This design comes from an exercise in tuning for small area on the open sky130 flow, not from production work. Only simulation tests tie the RTL to the original design; equivalence was not proved. Power is estimated from default activity; no workload was simulated.

**flow/flow/run.sh**
```bash
#!/bin/bash
# Standard synthesis unchanged; the layout steps as standard, except that the ports
# are buffered with sky130_fd_sc_hd__buf_1 and CTS inserts no dummy loads.
set -euo pipefail
bash standard.sh synth > synth.log 2>&1
bash standard.sh \
  "BUFFER_PORTS_ARGS=-buffer_cell sky130_fd_sc_hd__buf_1" \
  "CTS_ARGS=-sink_clustering_enable -repair_clock_nets -dont_use_dummy_load -buf_list {sky130_fd_sc_hd__clkbuf_4 sky130_fd_sc_hd__clkbuf_8}" \
  finish > layout.log 2>&1
```
**flow/standard.sh**
```bash
#!/bin/bash
# synth_recipe.tcl (not shown) runs the flow's synth.tcl, then flattens the netlist and writes it again
# the make line also repeats each setting of config.mk as NAME=value (left out here)
make -C /OpenROAD-flow-scripts/flow DESIGN_CONFIG=/design/flow/config.mk WORK_HOME=/design/flow/orfs CLKGATE_MAP_FILE= SYNTH_SCRIPT=/design/flow/synth_recipe.tcl "${@:-finish}"
```
**flow/config.mk**
```make
export PLATFORM = sky130hd
export DESIGN_NAME = busBridge3
export DESIGN_NICKNAME = busBridge3
export VERILOG_FILES = /design/flow/design.v
export SDC_FILE = /design/flow/constraint.sdc
export NUM_CORES = 4
export LEC_CHECK = 0
export CAP_MARGIN = 20
export CORE_MARGIN = 2
export CORE_UTILIZATION = 40
export SLEW_MARGIN = 20
```
**flow/constraint.sdc**
```tcl
create_clock -name core_clock -period 5.0 [get_ports {i_CLK}]
set_input_delay 1.0000 -clock core_clock [delete_from_list [all_inputs] [get_ports {i_CLK}]]
set_output_delay 1.0000 -clock core_clock [all_outputs]
set_load 0.01 [all_outputs]
```
**flow/design.v**
```verilog
`default_nettype none
module busBridge3
  (i_CLK,
   i_rst,
   i_dataRx,
   i_strobeRx,
   o_dataTx,
   i_strobeTx,
   i_strobeSync,
   o_busAddr,
   o_busData,
   i_busData,
   o_busWe,
   o_busRe,
   i_busAck  
   );
   input wire   i_CLK;
   input wire   i_rst;  
   input wire [7:0] i_dataRx;
   input wire 	    i_strobeRx;
   output wire [7:0] o_dataTx;
   input wire 	     i_strobeTx;
   input wire 	     i_strobeSync;
   output wire [31:0] o_busAddr;
   output wire [31:0] o_busData;
   input wire [31:0] i_busData;
   output reg 	     o_busWe;
   output reg 	     o_busRe;
   input wire 	     i_busAck;
   localparam [3:0] S_IDLE      = 4'd0;
   localparam [3:0] S_ADDRINC   = 4'd1;
   localparam [3:0] S_WORDWIDTH = 4'd2;
   localparam [3:0] S_NWORDS    = 4'd3;
   localparam [3:0] S_ADDRWRITE = 4'd4;
   localparam [3:0] S_WRITE     = 4'd5;
   localparam [3:0] S_ADDRREAD  = 4'd6;
   localparam [3:0] S_READ      = 4'd7;
   localparam [3:0] S_MARGIN    = 4'd8;
   reg [3:0] 	     state;
   reg [1:0] 	     byteIdx;       
   reg 		     pendingRead;
   reg [1:0] 	     marginPre;
   reg [15:0] 	     margin;
   reg [15:0] 	     marginMin;
   reg [31:0] 	     shiftIn;
   reg [31:0] 	     shiftOut;
   assign o_dataTx = shiftOut[7:0];
   reg [31:0] 	     addr;
   assign o_busAddr = addr;
   assign o_busData = shiftIn;
   reg [7:0] 	     config_addrInc;
   reg [1:0] 	     config_wordwidthMinusOne;
   reg [15:0] 	     config_nWordsMinusOne;
   reg [15:0] 	     countNWords;   
   wire 	     lastWord = countNWords == config_nWordsMinusOne;
   wire [31:0] 	     rxAddr = {i_dataRx, shiftIn[23:0]};
   reg [1:0] 	     lastIdx;
   always @(*) begin
      case (state)
	S_NWORDS: lastIdx = 2'd1;
	S_ADDRWRITE, S_ADDRREAD: lastIdx = 2'd3;
	S_WRITE, S_READ: lastIdx = config_wordwidthMinusOne;
	default: lastIdx = 2'd0;
      endcase
   end
   wire 	     lastByte = byteIdx == lastIdx;
   task doRead;
      begin
	 o_busRe <= 1'b1;
	 pendingRead <= 1'b1;
	 marginPre <= 2'd2;
	 margin <= 16'd0;
	 countNWords <= countNWords + 16'd1;
	 if (lastWord) begin
	    state <= S_IDLE;
	    countNWords <= 16'd0;
	 end else
	   state <= S_READ;
      end
   endtask
   always @(posedge i_CLK) begin
      o_busWe <= 1'b0;
      o_busRe <= 1'b0;
      if (marginPre != 2'd0)
	marginPre <= marginPre - 2'd1;
      else if (margin != 16'hFFFD)
	margin <= margin + 16'd1;
      if (o_busWe | o_busRe)
	addr <= addr + {24'd0, config_addrInc};
      if (i_strobeTx) begin
	 shiftOut <= {8'd0, shiftOut[31:8]};
	 if (pendingRead)
	   marginMin <= 16'd0;
	 else if (margin < marginMin)
	   marginMin <= margin;
      end
      if (i_busAck & pendingRead) begin
	 shiftOut <= i_busData;
	 pendingRead <= 1'b0;
	 marginPre <= 2'd2;
	 margin <= 16'd0;
      end
      if (i_strobeRx) begin
	 case (byteIdx)
	   2'd0: shiftIn <= {24'd0, i_dataRx};
	   2'd1: shiftIn[15:8] <= i_dataRx;
	   2'd2: shiftIn[23:16] <= i_dataRx;
	   2'd3: shiftIn[31:24] <= i_dataRx;
	 endcase
	 byteIdx <= byteIdx + 2'd1;
	 if (lastByte) begin
	    byteIdx <= 2'd0;
	    case (state)
	      S_IDLE: begin
		 case (i_dataRx)
		   8'd1, 8'd2, 8'd3, 8'd4, 8'd6: state <= i_dataRx[3:0];
		   8'd5: state <= S_WRITE;
		   8'd7: doRead;
		   8'd8: begin
		      state <= S_MARGIN;
		      if (pendingRead) begin
			 shiftOut <= 32'd0;
			 pendingRead <= 1'b0;
		      end else
			shiftOut <= {16'd0, marginMin};
		      marginMin <= 16'hFFFD;
		   end
		   default: ;
		 endcase
	      end
	      S_ADDRWRITE: begin
		 addr <= rxAddr;
		 state <= S_WRITE;
	      end
	      S_ADDRREAD: begin
		 addr <= rxAddr;
		 doRead;
	      end
	      S_ADDRINC: begin
		 config_addrInc <= i_dataRx;
		 state <= S_IDLE;
	      end
	      S_WORDWIDTH: begin
		 config_wordwidthMinusOne <= i_dataRx[1:0];
		 state <= S_IDLE;
	      end
	      S_NWORDS: begin
		 config_nWordsMinusOne <= {i_dataRx, shiftIn[7:0]};
		 state <= S_IDLE;
	      end
	      S_WRITE: begin
		 o_busWe <= 1'b1;
		 countNWords <= countNWords + 16'd1;
		 if (lastWord) begin
		    state <= S_IDLE;
		    countNWords <= 16'd0;
		 end
	      end
	      S_READ: doRead;
	      default: state <= S_IDLE;
	    endcase
	 end
      end
      if (i_strobeSync) begin
	 state <= S_IDLE;
	 byteIdx <= 2'd0;
	 pendingRead <= 1'b0;
	 countNWords <= 16'd0;
      end
      if (i_rst) begin
	 o_busWe <= 1'b0;
	 o_busRe <= 1'b0;
	 pendingRead <= 1'b0;
	 marginPre <= 2'd0;
	 margin <= 16'hFFFD;
	 marginMin <= 16'hFFFD;
	 shiftOut <= 32'd0;
	 byteIdx <= 2'd0;
	 state <= S_IDLE;
	 addr <= 32'd0;
	 config_addrInc <= 8'd1;
	 config_wordwidthMinusOne <= 2'd3;
	 config_nWordsMinusOne <= 16'd0;
	 countNWords <= 16'd0;
      end
   end
endmodule
```
==> run notes, run 1 <==
The cell that appears most often on the critical path is sky130_fd_sc_hd__a21oi_1. The maximum resistive drop on vdd came out at 0.000159 V. The startpoint of the most critical register-to-register path is state[2]. The final count of pins violating max slew came out at 0. For this run, the leading register cell type out of synthesis is sky130_fd_sc_hd__dfxtp_1. The flow ran to the end and the layout has no timing, DRC or antenna violations.

The number of input and output port buffers inserted is 119. The weighted congestion at the end of routability-driven global placement is 0.811. The path class of the tightest hold or removal check is flip-flop to flip-flop.

For this run, the number of Yosys warnings is 1. The met3 demand-to-capacity share in global routing is under 10%. The remaining max-slew budget at the tightest pin is approximately 30%. The number of clock sinks is 181. The number of unique standard cell types used by synthesis came out at 59. The slowest stage of the critical path belongs to the cell sky130_fd_sc_hd__o2111ai_4.

The total via count in the routed design came out at ~7600. The power consumption came out at between 3000 and 4000 uW. The final cycle utilization of the critical path came out at 63.7%. The share of total power consumed by net switching came out at 32.7%. The signal on the critical path passes through nor2b_4, a21oi_1, o2111ai_4, buf_4, nor2_1, a211o_1, a21oi_1. The finished cells cover 9920 um2.

The met1 track utilization from global routing is 29.1%. The standard-cell row count is 55. The number of filler cells placed in the layout came out at 2251. The number of instances in the synthesized netlist came out at roughly 1000.

The via count of the first global-routing pass was 7026. The final critical delay including setup and external delays is ~3.2 ns. The post-synth design cell area is 9160 um2. The number of vias per cell is approximately 5.6. For this run the aggregate overflow at the end of global routing stands at 0.

The share of flip-flops with an asynchronous set or reset after synthesis is 0%. The highest net fanout along the worst path came out at 31. The count of max-cap constraint violations is 0. The number of hold-slack violations in the final timing report is 0. The worst endpoint required time is 5.37 ns. The top cell type's share of synthesized area came out at 32.6%. The arrival time at the worst endpoint is 3.56 ns. The total track usage came out at 19.6%. Leaving out filler cells and counting taps, the final layout contains around 1400. Once the floorplan was initialized, standard cells occupied 40.6% of the core.

The count of nets after finishing is 1155. Measured along the y axis, the die boundary spans about 160 um. The flip-flop and latch count after synthesis came out at 181. Global routing used 28.8% of the available met2 tracks. After synthesis, the cell types taking the most area are sky130_fd_sc_hd__dfxtp_1, sky130_fd_sc_hd__edfxtp_1, sky130_fd_sc_hd__xnor2_1.

In this run the most critical hold path is launched from marginPre[0]. The first-pass iteration count of the detailed router is 5. Entering global routing, the biggest net connects 66 pins. The depth of the CTS H-tree came out at 4. The layer with the highest usage after global routing is met1. Setup repair after global routing left no endpoint under its margin.

The residual antenna-violating net count after detailed routing came out at 0. In this run the horizontal extent of the chip is about 160 um. The part of the power in combinational logic came out at 25.6%.

The total nets after synthesis is approximately 1100. The area added between synthesis and finish is 8.28%. The fmax is 314 MHz.

The mean post-synth cell area came out at slightly above 9 um2. Summed over all nets, the switching power comes to 1090 uW. For this run, design rule violations remaining after detail routing come to 0. In this run the register-to-register setup slack is ~1.8 ns. The initial antenna violation count is 0.

The capturing element type of the critical path is a flip-flop. The number of placed I/O pins is 120. The die covers 24100 um2.

The hold-critical path depth is 1. In this run the static leakage power is 0.00346 uW. The average wire per standard cell came out at 17.4 um. The post-CTS setup buffer count is 0. The cell count of the worst reg-to-reg path came out at 7. The stage delay of the slowest cell on the critical path is 0.70 ns.

Counting flops with a built-in enable in the synthesized netlist gives 32. The internal power consumption is 2240 uW. The end point of the most critical hold path is marginPre[0]. The buffer depth of the longest clock path is 2.

The number of buffers added by the clock tree synthesis step came out at 17. The CTS tree is done. The power density over cell area came out at 335 nW/um2.

The first global-routing pass estimated 37.8 mm of wire. The post-route netlist has 4.00% of its cells at a drive strength greater than 1. Clock-pin slew was measured on the worst setup and hold paths at 0.09 ns. The wire-length estimate of the detail-placed layout is 16.3 mm. The critical path in this run is classified as flip-flop to flip-flop. The clock skew is ~0.031 ns. The cell family contributing the most delay on the critical path is compound AO/OA/AOI/OAI gates.

The share of synthesized area occupied by flip-flops and latches is 43.1%. The number of gates resized after cts is 0. The initial DRC count is 517.

The tree is rooted in a sky130_fd_sc_hd__clkbuf_8. The post-detailed-routing wire length came out at 23.7 mm. The worst path buffer plus inverter count is 1.

At the pin with the least slew margin, the transition time is 1.05 ns. The source-to-sink clock delay at the later pin of the worst-skew pair came out at approximately 0.46 ns. The largest area contributor in the netlist is sky130_fd_sc_hd__dfxtp_1. The placed instance area came out at 9680 um2.

Of the total power, the clock network draws 22.8%. The cell total after placement is 1344. The core box area is 22600 um2. Setup violations remaining at the end of the flow were counted as 0. 0 antenna diodes ended up in the layout. The destination of the worst register-to-register timing path is countNWords[1]. STA classifies the critical path startpoint as a flip-flop. The setup total negative slack came out at 0 ns.

Of the total power, registers draw 51.6%. For this design, the CTS-stage hold fixing added 0 buffers.
[per-layer routing]
metal  part of all wire, %  routed length, um
met2                    45              10500
met3                   3.8                907
met4                   1.9                448
met5                     0                  0
met1                    50              11800
[cell families (layout without fill, tap and decap cells)]
| group | count (synthesis) | after routing | synth area share [%] |
|---|---|---|---|
| buffers and inverters | 107 | 175 | 5.29 |
| flip-flops | 181 | 181 | 43.1 |
| XOR/XNOR | 75 | 75 | 7.17 |
| AND/OR/NAND/NOR | 362 | 362 | 20.0 |
| adder cells (fa/ha/maj) | 31 | 31 | 4.32 |
| AO/OA/AOI/OAI | 219 | 219 | 16.6 |
| multiplexers | 33 | 33 | 3.61 |
[worst max path at each step]
stage	startpoint	endpoint	slack, ns	depth (start not counted)
2_1_floorplan	i_dataRx[4]	countNWords[7]	2.39	7
3_5_place_dp	i_dataRx[5]	margin[10]	1.52	6
3_3_place_gp	i_dataRx[5]	margin[4]	1.62	6
4_1_cts	state[2]	countNWords[1]	1.82	7
6_report	state[2]	countNWords[1]	1.81	7
5_1_grt	state[2]	countNWords[1]	1.58	7
[cell type report]
type | instances | area, um2 | area share [%]
Tap cell | 285 | 357 | 3.60
Inverter | 28 | 105 | 1.06
Clock buffer | 17 | 234 | 2.36
Sequential cell | 181 | 3940 | 39.8
Timing Repair Buffer | 130 | 532 | 5.36
Multi-Input combinational cell | 720 | 4740 | 47.8
[synthesized netlist by cell type, types with 22 or more instances]
| master | number |
|---|---|
| sky130_fd_sc_hd__a21oi_1 | 70 |
| sky130_fd_sc_hd__o21ai_0 | 22 |
| sky130_fd_sc_hd__dfxtp_1 | 149 |
| sky130_fd_sc_hd__xnor2_1 | 62 |
| sky130_fd_sc_hd__a211oi_1 | 43 |
| sky130_fd_sc_hd__nor2_1 | 97 |
| sky130_fd_sc_hd__clkbuf_1 | 55 |
| sky130_fd_sc_hd__and2_1 | 29 |
| sky130_fd_sc_hd__mux2i_1 | 33 |
| sky130_fd_sc_hd__nand3_1 | 26 |
| sky130_fd_sc_hd__edfxtp_1 | 32 |
| sky130_fd_sc_hd__ha_1 | 30 |
| sky130_fd_sc_hd__inv_1 | 28 |
| sky130_fd_sc_hd__nand2_1 | 98 |
[power by group through the flow]
| stage | Combinational, uW | Sequential (uW) | Clock, uW |
|---|---|---|---|
| floorplan | 663 | 1720 | 0 |
| global placement | 833 | 1750 | 0 |
| detailed placement | 841 | 1750 | 0 |
| CTS | 846 | 1720 | 783 |
| global route | 971 | 1730 | 837 |
| finish | 850 | 1720 | 758 |
[metrics by stage]
step | util, % | hold WS (ns) | worst slack, ns
final | 43.9 | 0.466 | 1.81
after global routing | 43.9 | 0.484 | 1.58
after CTS | 43.9 | 0.466 | 1.82
after detailed placement | 42.9 | 0.453 | 1.52
after global placement | 42.9 | 0.434 | 1.62
after floorplan | - | 0.424 | 2.39
[registers in the layout, indices dropped and copies added (netlist names), 4 cells and up]
| signal | cells |
|---|---|
| addr | 32 |
| config_addrInc | 8 |
| config_nWordsMinusOne | 16 |
| countNWords | 16 |
| margin | 16 |
| marginMin | 16 |
| shiftIn | 32 |
| shiftOut | 32 |
| state | 4 |
[placed cells by master, fill, tap and decap left out, types with 9 or more instances in the layout]
cell type | netlist | routed
sky130_fd_sc_hd__a2111oi_0 | 15 | 14
sky130_fd_sc_hd__a211oi_1 | 43 | 43
sky130_fd_sc_hd__a21oi_1 | 70 | 70
sky130_fd_sc_hd__a221o_1 | 15 | 15
sky130_fd_sc_hd__and2_1 | 29 | 29
sky130_fd_sc_hd__buf_1 | 1 | 117
sky130_fd_sc_hd__buf_4 | 9 | 11
sky130_fd_sc_hd__clkbuf_8 | 0 | 17
sky130_fd_sc_hd__dfxtp_1 | 149 | 149
sky130_fd_sc_hd__edfxtp_1 | 32 | 32
sky130_fd_sc_hd__ha_1 | 30 | 30
sky130_fd_sc_hd__inv_1 | 28 | 28
sky130_fd_sc_hd__mux2i_1 | 33 | 33
sky130_fd_sc_hd__nand2_1 | 98 | 98
sky130_fd_sc_hd__nand3_1 | 26 | 26
sky130_fd_sc_hd__nand4_1 | 19 | 19
sky130_fd_sc_hd__nor2_1 | 97 | 97
sky130_fd_sc_hd__nor3_1 | 18 | 18
sky130_fd_sc_hd__nor3b_1 | 9 | 9
sky130_fd_sc_hd__nor4_1 | 10 | 10
sky130_fd_sc_hd__o21ai_0 | 22 | 22
sky130_fd_sc_hd__o221ai_1 | 16 | 16
sky130_fd_sc_hd__or4_1 | 16 | 16
sky130_fd_sc_hd__xnor2_1 | 62 | 62
sky130_fd_sc_hd__xor2_1 | 13 | 13
==> inputs of run 2 (changes only) <==
==> flow/flow/run.sh (replaced) <==
#!/bin/bash
# Own layout flow:
#  1. the standard synthesis, unchanged (standard.sh synth).
#  2. The combinational logic of that netlist is re-mapped by ABC for area (resyn.sh, best of several scripts);
#     every flip-flop instance is kept as it is, with its name and cell type.
#  3. the standard layout steps, except that the ports are buffered with
#     sky130_fd_sc_hd__buf_1 and CTS inserts no dummy loads.
# Each tool's output goes to a log file of its own in this folder.
set -euo pipefail
R=orfs/results/sky130hd/busBridge3/base
bash standard.sh synth > synth.log 2>&1
cp $R/1_2_yosys.v 1_2_yosys.standard.v
bash flow/resyn.sh 1_2_yosys.standard.v $R/1_2_yosys.v > resyn.log 2>&1
rm -f $R/1_synth.odb $R/1_synth.sdc
bash standard.sh synth > synth_odb.log 2>&1
bash standard.sh \
  "BUFFER_PORTS_ARGS=-buffer_cell sky130_fd_sc_hd__buf_1" \
  "CTS_ARGS=-sink_clustering_enable -repair_clock_nets -dont_use_dummy_load -buf_list {sky130_fd_sc_hd__clkbuf_4 sky130_fd_sc_hd__clkbuf_8}" \
  finish > layout.log 2>&1
==> flow/flow/abc.constr (new file) <==
set_driving_cell sky130_fd_sc_hd__buf_1
set_load 5
==> flow/flow/abc1.script (new file) <==
&get -n
&st
&dch -f
&nf -R 1000
&put
==> flow/flow/abc2.script (new file) <==
&get -n
&st
&syn2
&dch -f
&nf -R 1000
&st
&syn2
&dch -f
&nf -R 1000
&st
&dch -f
&nf -R 1000
&put
==> flow/flow/abc3.script (new file) <==
&get -n
&st
&deepsyn -T 30
&dch -f
&nf -R 1000
&put
==> flow/flow/abc4.script (new file) <==
&get -n
&st
&deepsyn -T 30 -S 7
&dch -f
&nf -R 1000
&put
==> flow/flow/keeptop.py (new file) <==
import re, sys
# print only module sys.argv[2] from the Verilog file sys.argv[1]
src = open(sys.argv[1]).read()
m = re.search(r'^module\s+' + re.escape(sys.argv[2]) + r'\b.*?^endmodule\s*$', src, re.S | re.M)
sys.stdout.write(m.group(0) + "\n")
==> flow/flow/pick.py (new file) <==
import re, sys
# pick.py LIB NETLIST... : print each netlist's cell area, then (last line) the smallest one
lib = open(sys.argv[1]).read()
area = {m.group(1): float(m.group(2)) for m in
        re.finditer(r'cell\s*\(\s*"?(\w+)"?\s*\)\s*\{.*?area\s*:\s*([\d.]+)', lib, re.S)}
best = None
for f in sys.argv[2:]:
    try:
        src = open(f).read()
    except OSError:
        continue
    cells = re.findall(r'^\s*(sky130_fd_sc_hd__\w+)\s+\S+\s*\(', src, re.M)
    if not cells or 'endmodule' not in src:
        continue
    a = sum(area[c] for c in cells)
    print("%s %.2f" % (f, a))
    if best is None or a < best[0]:
        best = (a, f)
print(best[1])
==> flow/flow/resyn.sh (new file) <==
#!/bin/bash
# resyn.sh IN.v OUT.v: re-map the combinational cells of a synthesized netlist with ABC.
# Every flip-flop and tie cell is kept as the instance it is. Each ABC script flow/abc*.script
# is tried (in parallel) and the netlist with the smallest cell area is kept.
set -euo pipefail
LIB=$FLOW_HOME/platforms/sky130hd/lib/sky130_fd_sc_hd__tt_025C_1v80.lib
HERE=$(cd $(dirname $0) && pwd)
IN=$(readlink -f $1)
D=$(awk "BEGIN{print $FLOW_PERIOD_NS*1000}")
for S in $HERE/abc*.script; do
  T=$(basename $S .script)
  cat > resyn_$T.ys <<EOY
read_liberty -ignore_miss_func $LIB
read_verilog $IN
hierarchy -top $FLOW_TOP
setattr -mod -set keep_hierarchy 1 sky130_fd_sc_hd__dfxtp_1 sky130_fd_sc_hd__edfxtp_1 sky130_fd_sc_hd__dfrtp_1 sky130_fd_sc_hd__dfstp_1 sky130_fd_sc_hd__dfxbp_1 sky130_fd_sc_hd__conb_1
flatten
rename -hide w:*.*
opt_clean
abc -script $S -liberty $LIB -dont_use sky130_fd_sc_hd__lpflow_bleeder_1 -dont_use sky130_fd_sc_hd__lpflow_clkbufkapwr_1 -dont_use sky130_fd_sc_hd__lpflow_clkbufkapwr_16 -dont_use sky130_fd_sc_hd__lpflow_clkbufkapwr_2 -dont_use sky130_fd_sc_hd__lpflow_clkbufkapwr_4 -dont_use sky130_fd_sc_hd__lpflow_clkbufkapwr_8 -dont_use sky130_fd_sc_hd__lpflow_clkinvkapwr_1 -dont_use sky130_fd_sc_hd__lpflow_clkinvkapwr_16 -dont_use sky130_fd_sc_hd__lpflow_clkinvkapwr_2 -dont_use sky130_fd_sc_hd__lpflow_clkinvkapwr_4 -dont_use sky130_fd_sc_hd__lpflow_clkinvkapwr_8 -dont_use sky130_fd_sc_hd__lpflow_decapkapwr_12 -dont_use sky130_fd_sc_hd__lpflow_decapkapwr_3 -dont_use sky130_fd_sc_hd__lpflow_decapkapwr_4 -dont_use sky130_fd_sc_hd__lpflow_decapkapwr_6 -dont_use sky130_fd_sc_hd__lpflow_decapkapwr_8 -dont_use sky130_fd_sc_hd__lpflow_inputiso0n_1 -dont_use sky130_fd_sc_hd__lpflow_inputiso0p_1 -dont_use sky130_fd_sc_hd__lpflow_inputiso1n_1 -dont_use sky130_fd_sc_hd__lpflow_inputiso1p_1 -dont_use sky130_fd_sc_hd__lpflow_inputisolatch_1 -dont_use sky130_fd_sc_hd__lpflow_isobufsrc_1 -dont_use sky130_fd_sc_hd__lpflow_isobufsrc_16 -dont_use sky130_fd_sc_hd__lpflow_isobufsrc_2 -dont_use sky130_fd_sc_hd__lpflow_isobufsrc_4 -dont_use sky130_fd_sc_hd__lpflow_isobufsrc_8 -dont_use sky130_fd_sc_hd__lpflow_isobufsrckapwr_16 -dont_use sky130_fd_sc_hd__lpflow_lsbuf_lh_hl_isowell_tap_1 -dont_use sky130_fd_sc_hd__lpflow_lsbuf_lh_hl_isowell_tap_2 -dont_use sky130_fd_sc_hd__lpflow_lsbuf_lh_hl_isowell_tap_4 -dont_use sky130_fd_sc_hd__lpflow_lsbuf_lh_isowell_4 -dont_use sky130_fd_sc_hd__lpflow_lsbuf_lh_isowell_tap_1 -dont_use sky130_fd_sc_hd__lpflow_lsbuf_lh_isowell_tap_2 -dont_use sky130_fd_sc_hd__lpflow_lsbuf_lh_isowell_tap_4 -dont_use sky130_fd_sc_hd__probe_p_8 -dont_use sky130_fd_sc_hd__probec_p_8  -constr $HERE/abc.constr -D $D
splitnets
opt_clean -purge
hilomap -singleton -hicell sky130_fd_sc_hd__conb_1 HI -locell sky130_fd_sc_hd__conb_1 LO
insbuf -buf sky130_fd_sc_hd__buf_4 A X
write_verilog -noattr -noexpr -nohex -nodec resyn_$T.all.v
EOY
  ( yosys -l resyn_$T.log resyn_$T.ys > /dev/null 2>&1 && python3 $HERE/keeptop.py resyn_$T.all.v $FLOW_TOP > resyn_$T.top.v ) &
done
wait
python3 $HERE/pick.py $LIB resyn_abc*.top.v > resyn_pick.txt
cat resyn_pick.txt
cp $(tail -1 resyn_pick.txt) $2
==> run 2 against run 1 <==
Now fails the layout checks on negative setup slack. Core utilization grew 9.6 points. Combinational power down 4.0%. Via count fell by 14%. Routed wire length is 12% lower. Critical path depth is 31 higher. Critical endpoint is now addr[8]. Area after synthesis decreased by 22%.
==> run notes, run 2 <==
The remaining routing DRC violations came out at 0 (unchanged). The reasons given for failing layout checks are negative setup slack. The x dimension of the die came to 138 um (-11%). The fmax came out at 175 MHz (-44%). The final design area excluding fillers came out at 9330 um2 (-5.9%). The switching power summed over all nets came out at 984 uW (-9.4%). The post-layout instance count excluding filler cells came out at 1205 (-11%). The internal power consumption is 2300 uW (+2.9%). The weighted congestion at the end of routability-driven global placement is 0.822 (+1.3%). The total via count in the routed design came to 6477 (-14%). The fraction of layout cells with a size suffix above 1 is 20.2% (+16 points). The wire length of the first global-routing pass came to 32.0 mm (-15%).

The placed instance area came out at 8360 um2 (-14%). The flow ran to the end, but the layout failed its checks. The cell that appears most often on the critical path is sky130_fd_sc_hd__buf_4. The stage delay of the slowest cell on the critical path is 0.33 ns (-0.37 ns). The HPWL after detailed placement is 13.4 mm (-18%).

The commonest non-fill, non-tap cell in the layout is sky130_fd_sc_hd__dfxtp_1. The worst endpoint required time came out at 5.38 ns (about the same). The average wire per standard cell is 17.2 um (-1.0%). The count of yosys warnings during synthesis is 1 (unchanged). The cell count of the worst reg-to-reg path came out at 38 (+31).

The depth of the CTS H-tree came out at 4 (unchanged). The share of total power consumed by net switching came to 29.9% (-2.7 points). In the layout the commonest cells are sky130_fd_sc_hd__dfxtp_1, sky130_fd_sc_hd__buf_1, sky130_fd_sc_hd__buf_4. The part of the power in combinational logic came out at 24.8% (-0.8 points). The residual antenna-violating net count after detailed routing was 0 (unchanged). The hold-fix buffer count after cts is 0 (unchanged). TritonCTS built the clock tree. The cell total after placement came to 1113 (-17%). The critical path's slowest cell is sky130_fd_sc_hd__dfxtp_2. The highest net fanout along the worst path came out at 3 (-90%). The number of buffers added by the clock tree synthesis step came out at 17 (unchanged).

The minimum hold slack came out at 0.437 ns (-0.0291 ns). The setup total negative slack came to -4.62 ns (-4.62 ns). The met3 demand-to-capacity share in global routing is 4.86% (+1.1 points). The tree is rooted in a sky130_fd_sc_hd__clkbuf_8. The initial antenna violation count is 0 (unchanged).

The buffer depth of the longest clock path came out at 2 (unchanged). The post-detailed-routing wire length came to 20.7 mm (-12%). Setup repair after global routing could not meet its margin everywhere. The count of nets after finishing came to 1028 (-11%). The initial core utilization came out at 41.2% (+0.62 points). The tightest min-delay check is of the flip-flop to flip-flop type. STA classifies the critical path endpoint as a flip-flop.

The final cycle utilization of the critical path came out at 114% (+50 points). The mean post-synth cell area came to 9.94 um2 (+9.4%). The transition at the pin with the smallest max-transition slack is 0.891 ns (-0.161 ns).

The register clock-pin slew on the reported worst setup and hold paths is 0.08 ns (about the same). The maximum number of pins on one net before global-route repair is 33 (-50%). The clock skew is 0.0255 ns (-0.00548 ns). The reported leakage power came out at 0.00367 uW (+6.2%).

The number of hold-slack violations in the final timing report is 0 (unchanged). The area enclosed by the die boundary is 19000 um2 (-21%). The sequential share of power is 52.2% (+0.6 points). The number of instances in the synthesized netlist is 722 (-28%). The final antenna diode count is 0 (unchanged).

The number of vias per cell is 5.38 (-3.2%). The core box area is 17400 um2 (-23%). The initial DRC count came to 528 (+2.1%). The global routing stage identified its most utilized layer as met2. The remaining max-slew budget at the tightest pin came out at 40.6% (+11 points).

The setup-violating endpoint count in the final report came to 10 (+10). The total nets after synthesis is 768 (-29%). The critical path is of the flip-flop to flip-flop type. The power density over cell area was 353 nW/um2 (+5.1%). The source-to-sink clock delay at the later pin of the worst-skew pair is 0.46 ns (about the same).

The first-pass iteration count of the detailed router is 8 (+3). The number of clock sinks came to 181 (unchanged). The standard-cell row count is 48 (-13%). The final critical delay including setup and external delays is 5.70 ns (+2.52 ns).

The clock power share is 23.0% (+0.2 points). The total congestion overflow came out at 0 (unchanged). The area added between synthesis and finish is 30.0%. The final count of pins violating max slew came out at 0 (unchanged). The power consumption came out at 3290 uW (-1.1%). The post-synth design cell area came out at 7170 um2 (-22%). The number of placed I/O pins is 120 (unchanged). The met1 track utilization from global routing is 30.4% (+1.3 points). The number of input and output port buffers inserted is 119 (unchanged). The least setup slack across all paths after layout is -0.701 ns (-2.52 ns). The hold-critical path depth is 2 (+1).

The maximum resistive drop on vdd came to 0.000191 V (+20%). The total track usage is 21.9% (+2.3 points). The global-route met2 utilization is 33.7% (+4.9 points). The via count of the first global-routing pass is 6093 (-13%). The count of max-cap constraint violations came out at 0 (unchanged).

The arrival time at the worst endpoint came to 6.08 ns (+2.52 ns). The die boundary height came out at 138 um (-11%). The kind of start point of the critical path is a flip-flop.
## run 2: cell types whose count changed in the layout (fill, tap and decap cells not counted), sizes merged, moves of 30 or more
| cell | previous run | this run |
|---|---|---|
| mux2i | 33 | 3 |
| a211oi | 43 | 3 |
| nor2 | 97 | 35 |
| xnor2 | 62 | 15 |
| ha | 30 | 0 |
| clkinv | 0 | 38 |
| buf | 129 | 249 |
| a22o | 0 | 31 |
| a21oi | 72 | 42 |
## run 2: path summary, 6_finish.rpt
check | start | end | slack (ns)
setup / recovery | config_addrInc[1] | addr[8] | -0.70
setup reg to reg | config_addrInc[1] | addr[8] | -0.70
hold reg to reg | shiftOut[1] | shiftOut[1] | 0.44
hold / removal | shiftOut[1] | shiftOut[1] | 0.44
## run 2: power groups by stage
stage	logic (uW)	clock network (uW)	registers [uW]
floorplan	488	0	1720
global placement	731	0	1740
detailed placement	737	0	1740
CTS	765	778	1710
global route	902	827	1730
finish	816	757	1720
## run 2: per-stage QoR
| stage | util, % | setup slack [ns] |
|---|---|---|
| detailed placement | 48.0 | -0.699 |
| global placement | 48.0 | -0.594 |
| CTS | 52.7 | -0.510 |
| floorplan | - | -0.620 |
| global route | 53.5 | -0.941 |
| finish | 53.5 | -0.701 |
## run 2: worst max-delay path: cells and delay by family, from the launching register on
family,cells,cell delay [ns]
and+or+nand+nor,5,0.61
adders and majority gates,3,0.98
AOI/OAI and AO/OA,5,0.59
muxes,2,0.57
DFF,1,0.33
buffers and inverters,23,2.59
## run 2: final cells by class
type	instances	area, um2
sequential	181	3950
multi-input combinational	495	3210
timing repair buffer	249	1510
clock buffer	17	234
fill	1604	8090
inverter	38	145
tap	225	282
## run 2: repair_timing
| action | CTS | global route |
|---|---|---|
| buffers inserted | 66 | 10 |
| pin swaps | 19 | 15 |
| cloned | 1 | 0 |
| endpoints found under the setup margin | 23 | 30 |
| resized for setup | 36 | 22 |
## run 2: routing by layer
layer,share of wire (%),vias to the layer above
met3,5.1,23
met1,48,3078
met5,0,-
met4,1.5,0
met2,46,188
li1,-,3188
==> inputs of run 3 (changes only) <==
==> flow/flow/run.sh (replaced) <==
#!/bin/bash
# Own layout flow:
#  1. the standard synthesis, unchanged (standard.sh synth).
#  2. flow/resyn.sh re-maps the combinational logic of that netlist with several ABC scripts;
#     every flip-flop instance is kept as it is, with its name and cell type.
#  3. the standard layout steps on the smallest candidate netlist, except that the ports
#     are buffered with sky130_fd_sc_hd__buf_1 and CTS uses clkbuf_4/clkbuf_8 and no dummy
#     loads. If that layout misses timing, the next candidate is laid out instead, ending
#     with the standard synthesis's netlist itself.
# Each tool's output goes to a log file of its own in this folder.
set -euo pipefail
R=orfs/results/sky130hd/busBridge3/base
bash standard.sh synth > synth.log 2>&1
cp $R/1_2_yosys.v 1_2_yosys.standard.v
bash flow/resyn.sh 1_2_yosys.standard.v > resyn.log 2>&1
mv orfs orfs_synth
n=0
for C in $(cat resyn_cands.txt); do
  n=$((n + 1))
  rm -rf orfs
  cp -a orfs_synth orfs
  cp $C $R/1_2_yosys.v
  rm -f $R/1_synth.odb $R/1_synth.sdc
  echo "try $n: $C" >> tries.log
  if bash standard.sh synth > synth_odb_$n.log 2>&1 &&
     bash standard.sh \
       "BUFFER_PORTS_ARGS=-buffer_cell sky130_fd_sc_hd__buf_1" \
       "CTS_ARGS=-sink_clustering_enable -repair_clock_nets -dont_use_dummy_load -buf_list {sky130_fd_sc_hd__clkbuf_4 sky130_fd_sc_hd__clkbuf_8}" \
       finish > layout_$n.log 2>&1 &&
     python3 -c "
import json, sys
ws = json.load(open('orfs/logs/sky130hd/busBridge3/base/6_report.json'))['finish__timing__setup__ws']
print('setup ws', ws)
sys.exit(0 if ws >= 0.05 else 1)" >> tries.log; then
    echo "kept try $n" >> tries.log
    exit 0
  fi
  mv orfs orfs_try$n
done
echo "no candidate met timing" >> tries.log
exit 1
==> flow/flow/abc2.script (replaced) <==
&get -n
&st
&deepsyn -J 50 -T 300
&dch -f
&nf -R 1000
&put
==> flow/flow/abc3.script (replaced) <==
&get -n
&st
&deepsyn -J 50 -T 300
&dch -f
&nf -R 20
&put
==> flow/flow/abc4.script (replaced) <==
&get -n
&st
&deepsyn -J 50 -T 300
&dch -f
&nf -D 3500
&put
==> flow/flow/abc5.script (new file) <==
&get -n
&st
&deepsyn -J 50 -S 3 -T 300
&dch -f
&nf -D 3500
&put
==> flow/flow/abc6.script (new file) <==
&get -n
&st
&dch -f
&nf -D 3500
&put
==> flow/flow/pick.py (replaced) <==
import re, sys, os
# pick.py LIB MIN_SLACK NETLIST... : list the netlists (each with its sta_<name>.log slack)
# whose slack is at least MIN_SLACK, smallest cell area first; the others as comments.
lib = open(sys.argv[1]).read()
area = {m.group(1): float(m.group(2)) for m in
        re.finditer(r'cell\s*\(\s*"?(\w+)"?\s*\)\s*\{.*?area\s*:\s*([\d.]+)', lib, re.S)}
lim = float(sys.argv[2])
ok, bad = [], []
for f in sys.argv[3:]:
    try:
        src = open(f).read()
        log = open('sta_' + os.path.basename(f).split('_', 1)[1].replace('.top.v', '') + '.log').read()
    except OSError:
        continue
    cells = re.findall(r'^\s*(sky130_fd_sc_hd__\w+)\s+\S+\s*\(', src, re.M)
    m = re.search(r'worst slack max\s+(-?[\d.]+)', log)
    if not cells or 'endmodule' not in src or not m:
        continue
    a = sum(area[c] for c in cells)
    s = float(m.group(1))
    (ok if s >= lim else bad).append((a, s, f))
for a, s, f in sorted(bad):
    print("# %s area %.2f slack %.2f (too slow)" % (f, a, s))
for a, s, f in sorted(ok):
    print("# %s area %.2f slack %.2f" % (f, a, s))
for a, s, f in sorted(ok):
    print(f)
--- a/flow/flow/resyn.sh
+++ b/flow/flow/resyn.sh
@@ -1,5 +1,6 @@
 #!/bin/bash
-# resyn.sh IN.v OUT.v: re-map the combinational cells of a synthesized netlist with ABC.
-# Every flip-flop and tie cell is kept as the instance it is. Each ABC script flow/abc*.script
-# is tried (in parallel) and the netlist with the smallest cell area is kept.
+# resyn.sh IN.v: re-map the combinational cells of a synthesized netlist with ABC, once per
+# script flow/abc*.script (in parallel). Every flip-flop and tie cell is kept as the instance it
+# is. Writes resyn_cands.txt: the candidate netlists whose setup slack before placement (STA,
+# no wires) is at least -0.1 ns, smallest cell area first, then IN.v itself as the last resort.
 set -euo pipefail
@@ -26,7 +27,22 @@
 EOY
-  ( yosys -l resyn_$T.log resyn_$T.ys > /dev/null 2>&1 && python3 $HERE/keeptop.py resyn_$T.all.v $FLOW_TOP > resyn_$T.top.v ) &
+  (
+    timeout 1200 yosys -l resyn_$T.log resyn_$T.ys > /dev/null 2>&1 &&
+    python3 $HERE/keeptop.py resyn_$T.all.v $FLOW_TOP > resyn_$T.top.v &&
+    cat > sta_$T.tcl <<EOT &&
+read_lef $FLOW_HOME/platforms/sky130hd/lef/sky130_fd_sc_hd.tlef
+read_lef $FLOW_HOME/platforms/sky130hd/lef/sky130_fd_sc_hd_merged.lef
+read_liberty $LIB
+read_verilog resyn_$T.top.v
+link_design $FLOW_TOP
+read_sdc $FLOW_SDC
+set_driving_cell -lib_cell sky130_fd_sc_hd__buf_1 [all_inputs]
+report_worst_slack -max
+EOT
+    openroad -no_init -exit sta_$T.tcl > sta_$T.log 2>&1
+  ) &
 done
 wait
-python3 $HERE/pick.py $LIB resyn_abc*.top.v > resyn_pick.txt
+python3 $HERE/pick.py $LIB -0.1 resyn_abc*.top.v > resyn_pick.txt
 cat resyn_pick.txt
-cp $(tail -1 resyn_pick.txt) $2
+grep -v '^#' resyn_pick.txt > resyn_cands.txt || true
+echo $IN >> resyn_cands.txt
==> run 3 against run 2 <==
Now clean on timing, DRC and antenna. Synthesized cell count up 1.4%. Sequential power hardly changed. Routed wire length down 10%. Power down 4.8%. Hold slack better by 0.024 ns. Global-route usage fell by 2.9 points. Area after synthesis grew 1.4%. Clock skew increased by 0.0028 ns. Clock-buffer cell count did not move. Largest cell class unchanged. Highest routed layer unchanged.
==> run notes, run 3 <==
The clock skew was 0.0283 ns (+0.00279 ns). The area enclosed by the die boundary came out at 19300 um2 (+1.3%). The remaining routing DRC violations is 0 (unchanged). The core box area is 17900 um2 (+2.8%). The maximum resistive drop on vdd came to 0.000183 V (-4.4%).

The number of instances in the synthesized netlist is 732 (+1.4%). The destination of the worst register-to-register timing path is marginMin[10]. The standard-cell row count came out at 49 (+2.1%). The worst path buffer plus inverter count came to 1 (-96%). TritonCTS built the clock tree. The number of clock sinks was 181 (unchanged). The path with the worst hold slack has its endpoint at marginPre[0]. The first-pass iteration count of the detailed router is 5 (-3).

The area added between synthesis and finish is 16.5%. The register clock-pin slew on the reported worst setup and hold paths is 0.08 ns (about the same). Walking the worst path, the cells encountered are clkinv_1, maj3_1, maj3_1, maj3_1, maj3_1, maj3_1, maj3_1, maj3_1, maj3_1, a21oi_1, or2_0, a31oi_1, a221o_1, o221ai_1, a21oi_1, nor2b_4, a221o_1. The HPWL after detailed placement is 13.3 mm (-0.52%). The stage delay of the slowest cell on the critical path is 0.38 ns (+0.05 ns). The wire length on met1 came out at 9.20 mm (-6.9%).

The register-to-register path setup slack was 0.27 ns (+0.97 ns). The initial antenna violation count came out at 0 (unchanged). The worst setup path is captured at a flip-flop. The top layer used by detailed routing is met4. The largest individual stage delay along the critical path comes from the cell sky130_fd_sc_hd__dfxtp_1. The mean post-synth cell area came out at 9.94 um2 (about the same). The post-detailed-routing wire length was 18.6 mm (-10%). The final antenna diode count came to 0 (unchanged). The critical path is of the flip-flop to flip-flop type. The final cycle utilization of the critical path came out at 94.6% (-19 points).

The initial core utilization came to 40.6% (-0.56 points). The power consumption is 3130 uW (-4.8%). The cell family contributing the most delay on the critical path is adder cells. The fraction of layout cells with a size suffix above 1 came out at 7.00% (-13 points). The count of max-cap constraint violations is 0 (unchanged).

The source-to-sink clock delay at the later pin of the worst-skew pair is 0.45 ns (about the same). The initial DRC count was 377 (-29%). The arrival time at the worst endpoint came out at 5.06 ns (-1.02 ns). The hold-fix buffer count after cts is 0 (unchanged). In this run the worst hold path is classified as flip-flop to flip-flop. The power density over cell area was 369 nW/um2 (+4.8%). The cell at the root of the clock tree is sky130_fd_sc_hd__clkbuf_8. The hold-critical path depth is 1 (-1).

The average wire per standard cell came out at 16.7 um (-3.1%). The total via count in the routed design came out at 6107 (-5.7%). The post-layout instance count excluding filler cells came out at 1115 (-7.5%). The x dimension of the die came out at 139 um (+0.67%). The maximum number of pins on one net before global-route repair came out at 33 (unchanged). The total congestion overflow came out at 0 (unchanged). The total track usage was 19.0% (-2.9 points). The cell total after placement came to 1094 (-1.7%). The residual antenna-violating net count after detailed routing is 0 (unchanged). The flow ran to the end and the layout has no timing, DRC or antenna violations.

The reported leakage power is 0.00307 uW (-16%). The setup-violating endpoint count in the final report is 0 (-10). The amount of wire on met2 after detailed routing came out at 8.11 mm (-15%). The number of placed I/O pins is 120 (unchanged).

The total nets after synthesis is 778 (+1.3%). The number of buffers added by the clock tree synthesis step came out at 17 (unchanged). The worst endpoint required time came out at 5.32 ns (-0.06 ns). The wire length of the first global-routing pass came out at 29.4 mm (-8.0%). The die boundary height came to 139 um (+0.67%). The count of yosys warnings during synthesis came out at 1 (unchanged).

The weighted congestion at the end of routability-driven global placement came out at 0.810 (-1.5%). Leaving out fill and tap cells, the most frequent cell in the layout is sky130_fd_sc_hd__dfxtp_1. The highest net fanout along the worst path came to 16 (+13). The placed instance area came out at 8130 um2 (-2.7%).

The final critical delay including setup and external delays came out at 4.73 ns (-0.968 ns). The transition at the pin with the smallest max-transition slack came out at 1.05 ns (+0.159 ns). The depth of the CTS H-tree came out at 4 (unchanged). The library cells used most frequently in the layout, excluding fill and tap cells, are sky130_fd_sc_hd__dfxtp_1, sky130_fd_sc_hd__buf_1, sky130_fd_sc_hd__nand2_1. The final design area excluding fillers came out at 8470 um2 (-9.2%). The number of vias per cell came out at 5.48 (+1.9%).

The number of hold-slack violations in the final timing report came out at 0 (unchanged). The count of nets after finishing was 934 (-9.1%). The cell count of the worst reg-to-reg path is 17 (-55%). The number of input and output port buffers inserted was 119 (unchanged). The via count of the first global-routing pass came out at 5499 (-9.7%). The wire length on met3 is 1.03 mm (-1.9%). The final count of pins violating max slew is 0 (unchanged). The fmax came out at 211 MHz (+20%). The worst register-to-register path begins at margin[1]. In this run the most critical hold path is launched from marginPre[0].

The remaining max-slew budget at the tightest pin came out at 29.7% (-11 points). The buffer depth of the longest clock path is 2 (unchanged). By instance count, the cell type seen most on the critical path is sky130_fd_sc_hd__maj3_1.

The kind of start point of the critical path is a flip-flop. The post-synth design cell area came out at 7270 um2 (+1.4%).
## run 3: per-stage QoR
step | TNS [ns] | setup slack (ns) | utilization [%] | hold WS (ns)
after floorplan | 0 | 0.0796 | - | 0.422
after global placement | 0 | 0.185 | 45.4 | 0.438
after detailed placement | -0.0146 | -0.0146 | 45.4 | 0.443
after CTS | 0 | 0.0571 | 46.8 | 0.451
after global routing | -0.00546 | -0.00546 | 47.3 | 0.493
final | 0 | 0.268 | 47.3 | 0.462
## run 3: layout make-up
| type | count | area, um2 |
|---|---|---|
| Inverter | 48 | 180 |
| Clock buffer | 17 | 234 |
| Timing Repair Buffer | 145 | 642 |
| Tap cell | 229 | 287 |
| Fill cell | 1733 | 9430 |
| Sequential cell | 181 | 3950 |
| Multi-Input combinational cell | 495 | 3180 |
## run 3: how the worst max path moves through the flow
stage | start | to | slack [ns] | cells past startpoint
3_3_place_gp | margin[1] | marginMin[12] | 0.19 | 17
2_1_floorplan | addr[0] | addr[31] | 0.08 | 18
5_1_grt | config_addrInc[1] | addr[31] | -0.005 | 20
6_report | margin[1] | marginMin[10] | 0.27 | 17
3_5_place_dp | addr[0] | addr[31] | -0.01 | 20
4_1_cts | addr[0] | addr[31] | 0.06 | 20
## run 3: what timing repair did
| item | 4_1_cts | 5_1_grt |
|---|---|---|
| endpoints found under the setup margin | 2 | 12 |
| endpoints found under the hold margin | 0 | 0 |
| pin swaps | 0 | 4 |
| setup buffers | 0 | 4 |
| resized for setup | 2 | 17 |
## run 3: power breakdown
group | switching [uW] | internal [uW]
combinational | 349 | 314
clock | 437 | 301
sequential | 135 | 1590
## run 3: routing by layer
| layer | vias up | track usage, % |
|---|---|---|
| met5 | - | 0 |
| met4 | 0 | 5.53 |
| met3 | 23 | 4.73 |
| met2 | 162 | 27.7 |
| met1 | 2874 | 28.0 |
| li1 | 3048 | - |
==> inputs of run 4 (changes only) <==
--- a/flow/design.v
+++ b/flow/design.v
@@ -20,3 +20,3 @@
    input wire 	    i_strobeRx;
-   output wire [7:0] o_dataTx;
+   output reg [7:0]  o_dataTx;
    input wire 	     i_strobeTx;
@@ -45,4 +45,3 @@
    reg [31:0] 	     shiftIn;
-   reg [31:0] 	     shiftOut;
-   assign o_dataTx = shiftOut[7:0];
+   reg [31:8] 	     shiftOut;
    reg [31:0] 	     addr;
@@ -55,2 +54,7 @@
    wire 	     lastWord = countNWords == config_nWordsMinusOne;
+   reg [1:0] 	     addrStep;      
+   reg 		     addrCarry;
+   wire 	     addrStep0 = addrStep == 2'd0;
+   wire 	     addrStepping = o_busWe | o_busRe | ~addrStep0;
+   wire [8:0] 	     addrSum = {1'b0, addr[7:0]} + {1'b0, config_addrInc & {8{addrStep0}}} + {8'd0, addrCarry & ~addrStep0};
    wire [31:0] 	     rxAddr = {i_dataRx, shiftIn[23:0]};
@@ -87,6 +91,9 @@
 	margin <= margin + 16'd1;
-      if (o_busWe | o_busRe)
-	addr <= addr + {24'd0, config_addrInc};
+      if (addrStepping) begin
+	 addr <= {addrSum[7:0], addr[31:8]};
+	 addrCarry <= addrSum[8];
+	 addrStep <= addrStep + 2'd1;
+      end
       if (i_strobeTx) begin
-	 shiftOut <= {8'd0, shiftOut[31:8]};
+	 {shiftOut, o_dataTx} <= {8'd0, shiftOut};
 	 if (pendingRead)
@@ -97,3 +104,3 @@
       if (i_busAck & pendingRead) begin
-	 shiftOut <= i_busData;
+	 {shiftOut, o_dataTx} <= i_busData;
 	 pendingRead <= 1'b0;
@@ -121,6 +128,6 @@
 		      if (pendingRead) begin
-			 shiftOut <= 32'd0;
+			 {shiftOut, o_dataTx} <= 32'd0;
 			 pendingRead <= 1'b0;
 		      end else
-			shiftOut <= {16'd0, marginMin};
+			{shiftOut, o_dataTx} <= {16'd0, marginMin};
 		      marginMin <= 16'hFFFD;
@@ -176,3 +183,3 @@
 	 marginMin <= 16'hFFFD;
-	 shiftOut <= 32'd0;
+	 {shiftOut, o_dataTx} <= 32'd0;
 	 byteIdx <= 2'd0;
@@ -180,2 +187,3 @@
 	 addr <= 32'd0;
+	 addrStep <= 2'd0;
 	 config_addrInc <= 8'd1;
==> run 4 against run 3 <==
Critical path depth increased by 1. Largest power group unchanged. Maximum frequency increased by 0.11%. Power increased by 3.1%. Still clean on timing, DRC and antenna. Die area decreased by 1.2%. Synthesized cell count decreased by 4.6%. Cell area decreased by 1.5%. Via count increased by 1.8%. Clock-buffer cell count unchanged. Combinational power increased by 6.2%. Non-clock buffer count decreased by 6.
==> run notes, run 4 <==
The transition at the pin with the smallest max-transition slack was 1.06 ns (+0.0149 ns). The standard-cell row count came out at 48 (-2.0%). The mean post-synth cell area came out at 10.3 um2 (+3.5%).

The number of filler cells placed in the layout is 1685 (-2.8%). The post-detailed-routing wire length is 19.4 mm (+4.1%). The arrival time at the worst endpoint came out at 5.05 ns (about the same).

STA classifies the critical path endpoint as a flip-flop. The initial DRC count was 709 (+88%). The number of hold-slack violations in the final timing report is 0 (unchanged). The initial core utilization came out at 41.2% (+0.60 points). The setup-violating endpoint count in the final report came out at 0 (unchanged).

The area added between synthesis and finish came out at 16.2%. The core box area came out at 17400 um2 (-2.7%). The path class of the lowest-slack min-delay path is flip-flop to flip-flop. The number of clock sinks came to 184 (+1.7%).

The initial antenna violation count is 0 (unchanged). The x dimension of the die is 138 um (-0.62%). The library cell used most frequently in the layout, excluding fill and tap cells, is sky130_fd_sc_hd__dfxtp_1. The weighted congestion at the end of routability-driven global placement came out at 0.888 (+9.7%). The worst endpoint required time came out at 5.32 ns (about the same). Among the stages of the critical path, the cell type that occurs most often is sky130_fd_sc_hd__maj3_1. The number of buffers added by the clock tree synthesis step came to 17 (unchanged). The maximum resistive drop on vdd is 0.000166 V (-9.1%).

The CTS tree is done. The first-pass iteration count of the detailed router came out at 11 (+6). In the layout the commonest cells are sky130_fd_sc_hd__dfxtp_1, sky130_fd_sc_hd__buf_1, sky130_fd_sc_hd__nand2_1. The setup total negative slack is 0 ns (unchanged). The area enclosed by the die boundary came to 19000 um2 (-1.2%). The worst setup path is launched from a flip-flop. The maximum number of pins on one net before global-route repair is 33 (unchanged). The reported leakage power came out at 0.00308 uW (+0.29%). The final cycle utilization of the critical path is 94.5% (-0.10 points). The via count of the first global-routing pass is 5650 (+2.7%).

The highest net fanout along the worst path was 16 (unchanged). The final critical delay including setup and external delays was 4.73 ns (-0.00501 ns). The clock skew is 0.0372 ns (+0.00884 ns).

The number of instances in the synthesized netlist came to 698 (-4.6%). The count of nets after finishing is 902 (-3.4%). The power density over cell area came out at 387 nW/um2 (+4.7%). The count of yosys warnings during synthesis was 1 (unchanged). The number of vias per cell came out at 5.76 (+5.1%). By startpoint and endpoint, the worst setup path is classified as flip-flop to flip-flop. The remaining routing DRC violations came out at 0 (unchanged). The total via count in the routed design came out at 6214 (+1.8%). The final antenna diode count came to 0 (unchanged). The remaining max-slew budget at the tightest pin is 28.7% (-1.0 points).

The HPWL after detailed placement was 13.6 mm (+2.4%). The tree is rooted in a sky130_fd_sc_hd__clkbuf_8. The total nets after synthesis came to 744 (-4.4%).

The source-to-sink clock delay at the later pin of the worst-skew pair is 0.47 ns (+0.02 ns). The flow ran to the end and the layout has no timing, DRC or antenna violations. The post-CTS setup buffer count is 0 (unchanged). The residual antenna-violating net count after detailed routing came to 0 (unchanged). The wire length of the first global-routing pass came out at 30.1 mm (+2.3%). The number of placed I/O pins is 120 (unchanged). The final count of pins violating max slew is 0 (unchanged).

The average wire per standard cell came out at 17.9 um (+7.5%). The stage delay of the slowest cell on the critical path came out at 0.37 ns (about the same). Setup repair after global routing left no endpoint under its margin.

The buffer depth of the longest clock path came out at 2 (unchanged). The setup slack after placement came out at 0.0905 ns (+0.105 ns). The slowest stage of the critical path belongs to the cell sky130_fd_sc_hd__dfxtp_1. The die boundary height came out at 138 um (-0.62%). The total congestion overflow is 0 (unchanged). The least setup slack across all paths after layout is 0.273 ns (+0.00501 ns). The number of input and output port buffers inserted is 119 (unchanged). The register clock-pin slew on the reported worst setup and hold paths is 0.10 ns (+0.02 ns). The fraction of layout cells with a size suffix above 1 came to 5.50% (-1.5 points). The post-synth design cell area is 7180 um2 (-1.3%).

The depth of the CTS H-tree came out at 4 (unchanged). The total track usage came out at 20.6% (+1.6 points). The fmax is 212 MHz (+0.11%). The count of max-cap constraint violations is 0 (unchanged).

The signal on the critical path passes through inv_2, maj3_1, maj3_1, maj3_1, a21oi_1, o2bb2ai_1, maj3_1, a21oi_1, o2bb2ai_1, maj3_1, maj3_1, maj3_1, maj3_1, a21oi_1, a2bb2oi_1, a21oi_1, nor2b_4, a221o_1.
## run 4: cell count changes in the layout (fill, tap and decap cells not counted), moves of 5 or more
cell / delta
sky130_fd_sc_hd__and3_1: -5
sky130_fd_sc_hd__a222oi_1: +41
sky130_fd_sc_hd__o21ai_0: -27
sky130_fd_sc_hd__nor2b_1: -6
sky130_fd_sc_hd__nand2_1: -7
sky130_fd_sc_hd__buf_4: -7
sky130_fd_sc_hd__clkinv_1: +19
sky130_fd_sc_hd__a22oi_1: -29
## run 4: worst paths after layout
check / from / end / slack [ns] / cells past startpoint
max: margin[1] / marginMin[15] / 0.27 / 18
min: shiftOut[22] / shiftOut[14] / 0.43 / 2
max reg2reg: margin[1] / marginMin[15] / 0.27 / 18
min reg2reg: shiftOut[22] / shiftOut[14] / 0.43 / 2
## run 4: area by class of cell
cell class,count,area (um2),area share [%]
flip-flops and latches,184,4010,48.1
multi-input cells,446,2960,35.4
repair buffers,139,601,7.20
inverters,68,255,3.06
clock buffers,17,234,2.80
well taps,225,282,3.37
## run 4: critical path: cells and delay by family (launching register included)
kind | cells | cell delay (ns)
AOI/OAI and AO/OA | 8 | 1.16
adders and majority gates | 8 | 2.84
buffers and inverters | 1 | 0.06
DFF | 1 | 0.37
and+or+nand+nor | 1 | 0.19
## run 4: metal layers
layer / global-route usage [%] / share of wire (%) / wire [um]
met1: 30.6 / 48 / 9300
met2: 29.2 / 42 / 8090
met3: 4.86 / 8.4 / 1630
met4: 6.92 / 1.8 / 347
met5: 0 / 0 / 0
## run 4: power breakdown
part           total (uW)  internal, uW  switching, uW
Combinational         704           322            382
Sequential           1770          1620            144
Clock                 757           301            455
## run 4: metrics by stage
stage | hold WS [ns] | utilization (%) | area [um2] | total power (uW) | instances
floorplan | 0.414 | - | 7180 | 2250 | 698
global route | 0.453 | 47.9 | 8340 | 3400 | 1079
global placement | 0.425 | 46.5 | 8090 | 2450 | 1062
CTS | 0.432 | 47.8 | 8330 | 3220 | 1079
detailed placement | 0.430 | 46.5 | 8090 | 2480 | 1062
finish | 0.431 | 47.9 | 8340 | 3230 | 1079
## run 4: repair_timing
action                     4_1_cts  5_1_grt
hold endpoints to repair         0        0
gates resized for setup          0        5
setup endpoints to repair        0       17
hold buffers                     0        0
==> inputs of run 5 (changes only) <==
--- a/flow/design.v
+++ b/flow/design.v
@@ -42,6 +42,14 @@
    reg [1:0] 	     marginPre;
-   reg [15:0] 	     margin;
+   reg [15:0] 	     marginN;       
+   wire [15:0] 	     margin = ~marginN;
    reg [15:0] 	     marginMin;
    reg [31:0] 	     shiftIn;
-   reg [31:8] 	     shiftOut;
+   reg [31:8] 	     shiftOutN;     
+   wire [31:8] 	     shiftOut = ~shiftOutN;
+   task setTx(input [31:0] x);
+      begin
+	 shiftOutN <= ~x[31:8];
+	 o_dataTx <= x[7:0];
+      end
+   endtask
    reg [31:0] 	     addr;
@@ -49,5 +57,7 @@
    assign o_busData = shiftIn;
-   reg [7:0] 	     config_addrInc;
+   reg [7:0] 	     config_addrIncN;     
+   wire [7:0] 	     config_addrInc = ~config_addrIncN;
    reg [1:0] 	     config_wordwidthMinusOne;
-   reg [15:0] 	     config_nWordsMinusOne;
+   reg [15:0] 	     config_nWordsMinusOneN;     
+   wire [15:0] 	     config_nWordsMinusOne = ~config_nWordsMinusOneN;
    reg [15:0] 	     countNWords;   
@@ -75,3 +85,3 @@
 	 marginPre <= 2'd2;
-	 margin <= 16'd0;
+	 marginN <= 16'hFFFF;
 	 countNWords <= countNWords + 16'd1;
@@ -90,3 +100,3 @@
       else if (margin != 16'hFFFD)
-	margin <= margin + 16'd1;
+	marginN <= ~(margin + 16'd1);
       if (addrStepping) begin
@@ -97,3 +107,3 @@
       if (i_strobeTx) begin
-	 {shiftOut, o_dataTx} <= {8'd0, shiftOut};
+	 setTx({8'd0, shiftOut});
 	 if (pendingRead)
@@ -104,6 +114,6 @@
       if (i_busAck & pendingRead) begin
-	 {shiftOut, o_dataTx} <= i_busData;
+	 setTx(i_busData);
 	 pendingRead <= 1'b0;
 	 marginPre <= 2'd2;
-	 margin <= 16'd0;
+	 marginN <= 16'hFFFF;
       end
@@ -128,6 +138,6 @@
 		      if (pendingRead) begin
-			 {shiftOut, o_dataTx} <= 32'd0;
+			 setTx(32'd0);
 			 pendingRead <= 1'b0;
 		      end else
-			{shiftOut, o_dataTx} <= {16'd0, marginMin};
+			setTx({16'd0, marginMin});
 		      marginMin <= 16'hFFFD;
@@ -146,3 +156,3 @@
 	      S_ADDRINC: begin
-		 config_addrInc <= i_dataRx;
+		 config_addrIncN <= ~(i_dataRx);
 		 state <= S_IDLE;
@@ -154,3 +164,3 @@
 	      S_NWORDS: begin
-		 config_nWordsMinusOne <= {i_dataRx, shiftIn[7:0]};
+		 config_nWordsMinusOneN <= ~({i_dataRx, shiftIn[7:0]});
 		 state <= S_IDLE;
@@ -181,5 +191,5 @@
 	 marginPre <= 2'd0;
-	 margin <= 16'hFFFD;
+	 marginN <= 16'h0002;
 	 marginMin <= 16'hFFFD;
-	 {shiftOut, o_dataTx} <= 32'd0;
+	 setTx(32'd0);
 	 byteIdx <= 2'd0;
@@ -188,5 +198,5 @@
 	 addrStep <= 2'd0;
-	 config_addrInc <= 8'd1;
+	 config_addrIncN <= ~(8'd1);
 	 config_wordwidthMinusOne <= 2'd3;
-	 config_nWordsMinusOne <= 16'd0;
+	 config_nWordsMinusOneN <= ~(16'd0);
 	 countNWords <= 16'd0;
==> flow/flow/abc7.script (new file) <==
&get -n
&st
&deepsyn -J 50 -S 4 -T 300
&dch -f
&nf -R 1000
&put
==> flow/flow/abc8.script (new file) <==
&get -n
&st
&deepsyn -J 100 -T 300
&dch -f
&nf -R 1000
&put
==> flow/flow/abc9.script (new file) <==
&get -n
&st
&deepsyn -J 50 -T 300
&dch -f
&nf -R 1000 -p
&put
--- a/flow/config.mk
+++ b/flow/config.mk
@@ -9,3 +9,3 @@
 export CORE_MARGIN = 2
-export CORE_UTILIZATION = 40
+export CORE_UTILIZATION = 65
 export SLEW_MARGIN = 20
==> run 5 against run 4 <==
Hold slack better by 0.019 ns. First-iteration DRC count up 5.5%. Cell area down 3.3%. Still clean. Largest power group unchanged. Global-route usage up 11 points. Clock power down 3%. Maximum frequency up 5.2%. Register-to-register slack better by 0.24 ns. Sequential cell count unchanged. Final cell count down 7.8%. Synthesized cell count up 0.86%. Area after synthesis down 2.1%.
==> run notes, run 5 <==
The run finished with no timing, DRC or antenna violations. The clock skew is 0.0194 ns (-0.0177 ns). The HPWL after detailed placement came to 12.5 mm (-8.5%). The final count of pins violating max slew came out at 0 (unchanged).

The worst setup path is launched from a flip-flop. The post-layout instance count excluding filler cells is 995 (-7.8%). The post-synth design cell area came to 7030 um2 (-2.1%). The maximum resistive drop on vdd is 0.000256 V (+54%). The setup total negative slack came out at 0 ns (unchanged). The count of yosys warnings during synthesis came out at 1 (unchanged). The hold-critical path depth is 2 (unchanged). Traced cell by cell, the critical path runs through nand2b_1, a21oi_1, a31oi_1, o211ai_1, nor4_2, a22oi_1, o21ai_0, and3_1, and3_1, and2_0, and3_1, and2_0, and3_1, and3_1, and2_0, and3_1, xnor2_1, nor2_1. The transition at the pin with the smallest max-transition slack is 0.960 ns (-0.104 ns).

The core box area is 10400 um2 (-40%). The wire length on met1 is 7.27 mm (-22%). The remaining max-slew budget at the tightest pin is 35.7% (+7.0 points). TritonCTS built the clock tree. In the layout the commonest cells are sky130_fd_sc_hd__dfxtp_1, sky130_fd_sc_hd__buf_1, sky130_fd_sc_hd__nor2_1. The die boundary height was 108 um (-22%). The remaining routing DRC violations came out at 0 (unchanged). The cell total after placement came out at 978 (-7.9%).

The initial DRC count is 748 (+5.5%). The fraction of layout cells with a size suffix above 1 came out at 5.12% (-0.38 points). The number of hold-slack violations in the final timing report is 0 (unchanged). The library cell appearing most often on the critical path is sky130_fd_sc_hd__and3_1.

The fmax came out at 223 MHz (+5.2%). The wire length on met3 came out at 1.22 mm (-25%). The number of instances in the synthesized netlist came to 704 (+0.86%). For hold timing, the worst endpoint is config_addrIncN[0]. The power density over cell area is 355 nW/um2 (-8.1%). The total congestion overflow came out at 0 (unchanged). The count of max-cap constraint violations is 0 (unchanged).

The amount of wire on met2 after detailed routing is 8.94 mm (+11%). The total via count in the routed design was 6256 (+0.68%). STA classifies the critical path endpoint as a flip-flop. The maximum number of pins on one net before global-route repair came out at 41 (+24%).

In this run the critical register-to-register path is captured at countNWords[15]. The critical path's slowest cell is sky130_fd_sc_hd__nor4_2. The hold-fix buffer count after cts was 0 (unchanged). The hold path startpoint is config_addrIncN[0].

The area added between synthesis and finish is 14.7%. The number of buffers added by the clock tree synthesis step was 17 (unchanged). The wire length of the first global-routing pass is 28.7 mm (-4.7%). The final critical delay including setup and external delays is 4.49 ns (-0.235 ns). The final cycle utilization of the critical path came out at 89.8% (-4.7 points). The mean post-synth cell area came out at 9.98 um2 (-2.9%). The worst endpoint required time is 5.34 ns (+0.02 ns). The initial antenna violation count came out at 0 (unchanged).

The number of clock sinks came out at 184 (unchanged). The stage delay of the slowest cell on the critical path came out at 0.37 ns (about the same). The worst hold path belongs to the class flip-flop to flip-flop. The first-pass iteration count of the detailed router came to 8 (-3). The average wire per standard cell came to 18.1 um (+0.94%). The number of input and output port buffers inserted came to 119 (unchanged).

The top layer used by detailed routing is met4. Setup repair after global routing left no endpoint under its margin. The final antenna diode count came out at 0 (unchanged). The buffer depth of the longest clock path came out at 2 (unchanged). The via count of the first global-routing pass is 5833 (+3.2%).

The cell count of the worst reg-to-reg path came out at 18 (unchanged). The minimum hold slack came out at 0.450 ns (+0.0186 ns). The register clock-pin slew on the reported worst setup and hold paths came out at 0.08 ns (-0.02 ns). The commonest non-fill, non-tap cell in the layout is sky130_fd_sc_hd__dfxtp_1. The register-to-register path setup slack is 0.51 ns (+0.24 ns). The residual antenna-violating net count after detailed routing is 0 (unchanged). The reported leakage power is 0.00284 uW (-7.7%). The post-detailed-routing wire length came out at 18.0 mm (-6.9%). The standard-cell row count is 37 (-23%).

The count of nets after finishing came out at 907 (+0.55%). The initial core utilization came out at 67.5% (+26 points). The total nets after synthesis came out at 750 (+0.81%).

The setup-violating endpoint count in the final report came out at 0 (unchanged). The weighted congestion at the end of routability-driven global placement was 0.899 (+1.2%). The tree is rooted in a sky130_fd_sc_hd__clkbuf_8. The total track usage is 31.9% (+11 points).

The number of vias per cell came out at 6.29 (+9.2%). The arrival time at the worst endpoint is 4.83 ns (-0.22 ns). The source-to-sink clock delay at the later pin of the worst-skew pair is 0.47 ns (about the same). The worst register-to-register path begins at state[3]. The depth of the CTS H-tree came out at 4 (unchanged). The x dimension of the die came out at 108 um (-22%). The class of the most critical setup path is flip-flop to flip-flop. The share of the core filled with cells in the final layout is 77.4% (+30 points). The area enclosed by the die boundary came out at 11700 um2 (-39%).

The number of placed I/O pins is 120 (unchanged). The highest net fanout along the worst path was 8 (-8).
==> run 5: area by class of cell <==
class	instances	area (um2)
clock buffer	17	234
fill	729	2350
inverter	36	135
multi-input combinational	484	2920
sequential	184	4010
tap	136	170
timing repair buffer	138	589
==> run 5: timing repair <==
| action | in CTS | in global routing |
|---|---|---|
| resized for setup | 0 | 2 |
| endpoints found under the hold margin | 0 | 0 |
| buffers inserted | 0 | 0 |
| endpoints found under the setup margin | 0 | 1 |
==> run 5: critical path, delay by kind of cell, from the launching register on <==
| kind | cells | cell delay [ns] |
|---|---|---|
| and+or+nand+nor | 12 | 2.91 |
| AOI/OAI and AO/OA | 5 | 0.94 |
| DFF | 1 | 0.36 |
| xor gates and xnor gates | 1 | 0.15 |
==> run 5: per-layer routing <==
layer | track usage, % | vias up
li1 | - | 2960
met2 | 54.3 | 274
met4 | 13.5 | 0
met1 | 39.9 | 2973
met5 | 0 | -
met3 | 6.03 | 49
==> run 5: report_power, final <==
part / internal, uW / switching (uW)
sequential: 1590 / 100
clock: 300 / 437
combinational: 175 / 264
total: 2060 / 802
==> run 5: worst max path at each step <==
| stage | from | endpoint | slack [ns] | depth (start not counted) |
|---|---|---|---|---|
| 2_1_floorplan | i_dataRx[7] | countNWords[15] | 0.71 | 15 |
| 3_3_place_gp | i_dataRx[7] | countNWords[15] | 0.31 | 16 |
| 3_5_place_dp | i_strobeRx | countNWords[15] | 0.02 | 17 |
| 4_1_cts | state[2] | countNWords[15] | 0.45 | 18 |
| 5_1_grt | state[2] | countNWords[15] | 0.04 | 19 |
| 6_report | state[3] | countNWords[15] | 0.51 | 18 |
==> run 5: through the flow <==
stage               cell area, um2  setup slack, ns  total power (uW)
floorplan                     7030            0.708              1990
global placement              7820            0.311              2130
detailed placement            7820           0.0199              2150
CTS                           8050            0.446              2860
global route                  8060           0.0399              2990
finish                        8060            0.508              2870

[static timing again, ports no longer ideal]
In the flow no input, the clock included, has a driving cell. The finished layouts below were timed again as built, in two steps. Step 1: set_driving_cell puts a clkbuf_16 on i_CLK and a buf_2 on each other input, an assumption about the parent block. Step 2, shift: input delay + t, output delay - t, t = (earliest + latest rising clock arrival at the registers) / 2. This alone moves slack from input paths to output paths. a / b / c = ideal / step 1 / step 2; a / b = the first two.
run	t (ns)	slack for setup (ns)	worst setup path after step 2	pins driven straight from the clock port
run 1	0.495	1.815 / 1.815 / 1.544	input to register	1
run 2	0.484	-0.701 / -0.701 / -0.701	register to register	1
run 3	0.483	0.268 / 0.268 / 0.103	input to register	1
run 4	0.488	0.273 / 0.273 / 0.209	input to register	1
run 5	0.491	0.508 / 0.508 / 0.028	input to register	1
The setup slack of run 5, which loses most, moves by 0.000 ns with the drivers and by -0.480 ns with both steps.
